What follows belongs to an exercise in optimizing a design on an open flow for small area, a short achievable clock period and few clock cycles; a production flow would make more cautious choices.
The RTL was checked by simulation tests, not by an equivalence proof against the original design.
Power and IR drop assume default switching activity.

## v38
// psudolegal_board
module psudolegal_board(
  input logic clk,
  input logic rst,
  input logic        in_pos_valid,
  input logic [3:0]  in_pos_data,
  input logic        in_pos_sop,
  input logic        in_pos_eop,
  input logic        in_wtp,
  input logic [3:0]  in_castle,
  input logic [3:0]  in_ep,
  input logic       start,
  output reg        o_uci_valid,
  output reg [20:0] o_uci_data,
  output reg        o_uci_sop,
  output reg        o_uci_eop
  );
  reg [255:0] bdv;
  always @(posedge clk)
    if (in_pos_valid) bdv <= {bdv[251:0], in_pos_data};
  reg       wtp_r;
  reg [3:0] cas_r;
  reg [3:0] ep_r;
  always @(posedge clk) begin
    wtp_r <= in_wtp;
    cas_r <= in_castle;
    ep_r  <= in_ep;
  end
  function automatic [5:0] pidx(input [2:0] r, input [2:0] f);
    pidx = {r, ~f};
  endfunction
  wire [63:0] occ, colw, own;
  genvar gi;
  generate
    for (gi = 0; gi < 64; gi = gi + 1) begin : sq
      assign occ[gi]  = |bdv[gi*4 +: 3];
      assign colw[gi] = bdv[gi*4 + 3];
      assign own[gi]  = occ[gi] & (colw[gi] == wtp_r);
    end
  endgenerate
  function automatic [3:0] sqv(input [255:0] b, input integer p);
    sqv = b[p*4 +: 4];
  endfunction
  reg  [5:0] cnt;      
  reg        vld_d;    
  always @(posedge clk) begin
  ...
Size in the first run: about 1800 cells after synthesis, ~380 flip-flops, roughly 43 I/O pins.
Settings: LEC_CHECK=0, CAP_MARGIN=40, CORE_MARGIN=2, CORE_UTILIZATION=40, PLACE_DENSITY=0.6, SETUP_SLACK_MARGIN=1.0, SLEW_MARGIN=40; clock period 13.0 ns.
run.sh (not shown) runs the stock make flow with config.mk's settings and CLKGATE_MAP_FILE= SYNTH_SCRIPT=/design/flow/synth_recipe.tcl, a recipe that flattens the netlist after the stock synthesis.
v38: flow completed, timing, DRC and antenna clean
Testbench counts of v38, summed over its fixed seeds: cycles 117,286.
Modified inputs, v36 compared to v38
==> flow/flow/run.sh (new file) <==
#!/bin/bash
set -euo pipefail
bash standard.sh SETUP_SLACK_MARGIN=9.5 finish > flow.log 2>&1
==> flow/standard.sh (new file) <==
#!/bin/bash
# synth_recipe.tcl (not shown) runs the flow's synth.tcl, then flattens the netlist and writes it again
# the make line also repeats each setting of config.mk as NAME=value (left out here)
make -C /OpenROAD-flow-scripts/flow DESIGN_CONFIG=/design/flow/config.mk WORK_HOME=/design/flow/orfs CLKGATE_MAP_FILE= SYNTH_SCRIPT=/design/flow/synth_recipe.tcl "${@:-finish}"
removed: flow/run.sh
## What came out
Comparing v36 and v38, routed length per placed instance is higher on v36.
Comparing v38 with v36, the register area came out essentially unchanged.
Sort v36 and v38 by global-route usage asc -> top: v38
When the final numbers for v36 and v38 were put side by side, the total power density per cell area turned out to be greater in v38.
Number of logic stages on the critical path including buffering was lower in v38 than in v36.
Final cell area excluding filler cells (v36 over v38): increase, 2000 µm²
Detailed-routing iteration count for the pre-antenna-repair pass: higher on v38
Diff v38 -> v36: final critical path time including I/O delays and setup dropped 1280 ps; final worst-path setup slack up 1280 ps; first-iteration DRC count went down.

========
psudolegal_board, a different RTL version from the one above (not shown whole).
Size in the first run: ~380 flip-flops, roughly 43 I/O pins.
clock: 13.0 ns
lec_check: 0
abc_area: 1
cap_margin: 40
core_margin: 2
core_utilization: 60
cts_cluster_diameter: 100
cts_cluster_size: 20
place_density: 0.7
setup_slack_margin: 1.0
slew_margin: 40
standard.sh (not shown) runs the stock make flow with config.mk's settings and CLKGATE_MAP_FILE= SYNTH_SCRIPT=/design/flow/synth_recipe.tcl, a recipe that flattens the netlist after the stock synthesis.
==> flow/flow/run.sh <==
#!/bin/bash
set -euo pipefail
bash standard.sh SETUP_SLACK_MARGIN=9.5 finish > flow.log 2>&1
The starting point finished with timing, DRC and antenna clean.
Testbench counts at the start, summed over its fixed seeds: cycles 117,286.
Rerun with:
CORE_UTILIZATION = 40   (was 60)
CTS_CLUSTER_DIAMETER = 120   (was 100)
CTS_CLUSTER_SIZE = 25   (was 20)
PLACE_DENSITY = 0.6   (was 0.7)
Outcome: The changed run completed with no timing, DRC or antenna violations. Final area shrinks by 0.40%. Core utilization shrinks by 23 points. Wire length rose by 4.2%. Final cell count went up by 6.6%. Setup slack loses 0.078 ns. Non-clock buffer count drops by 11. Power fell by 2.7%. Flip-flop and latch count is unchanged. Hold slack is about the same.

[separate check: timing with driven ports]
In the flow no input, the clock included, has a driving cell. The finished layouts below were timed again as built, in two steps.
Step 1: set_driving_cell puts a clkbuf_16 on clk and a buf_2 on each other input, an assumption about the parent block.
Step 2 adds t to the input delays and takes it off the output delays; t is the mean of the earliest and latest rising clock arrival at the registers after step 1. Input paths then give back, and output paths get back, about the clock's delay inside the block.
Three values: ideal, step 1, step 2; two values: the first two.
run	t (ns)	setup slack, ns	hold WS [ns]
v38	0.645	8.069 / 8.069 / 8.069	0.339 / 0.339 / 0.339
v36	0.637	9.352 / 9.337 / 8.781	0.334 / 0.334 / 0.334
the first run of note 2	0.633	9.376 / 9.318 / 8.993	0.343 / 0.343 / 0.343
the second run of note 2	0.617	9.298 / 9.298 / 8.977	0.343 / 0.343 / 0.343
After both steps every run listed still meets setup and hold. For v36, which loses most, drivers alone change the setup slack by -0.015 ns; drivers and shift together by -0.571 ns.
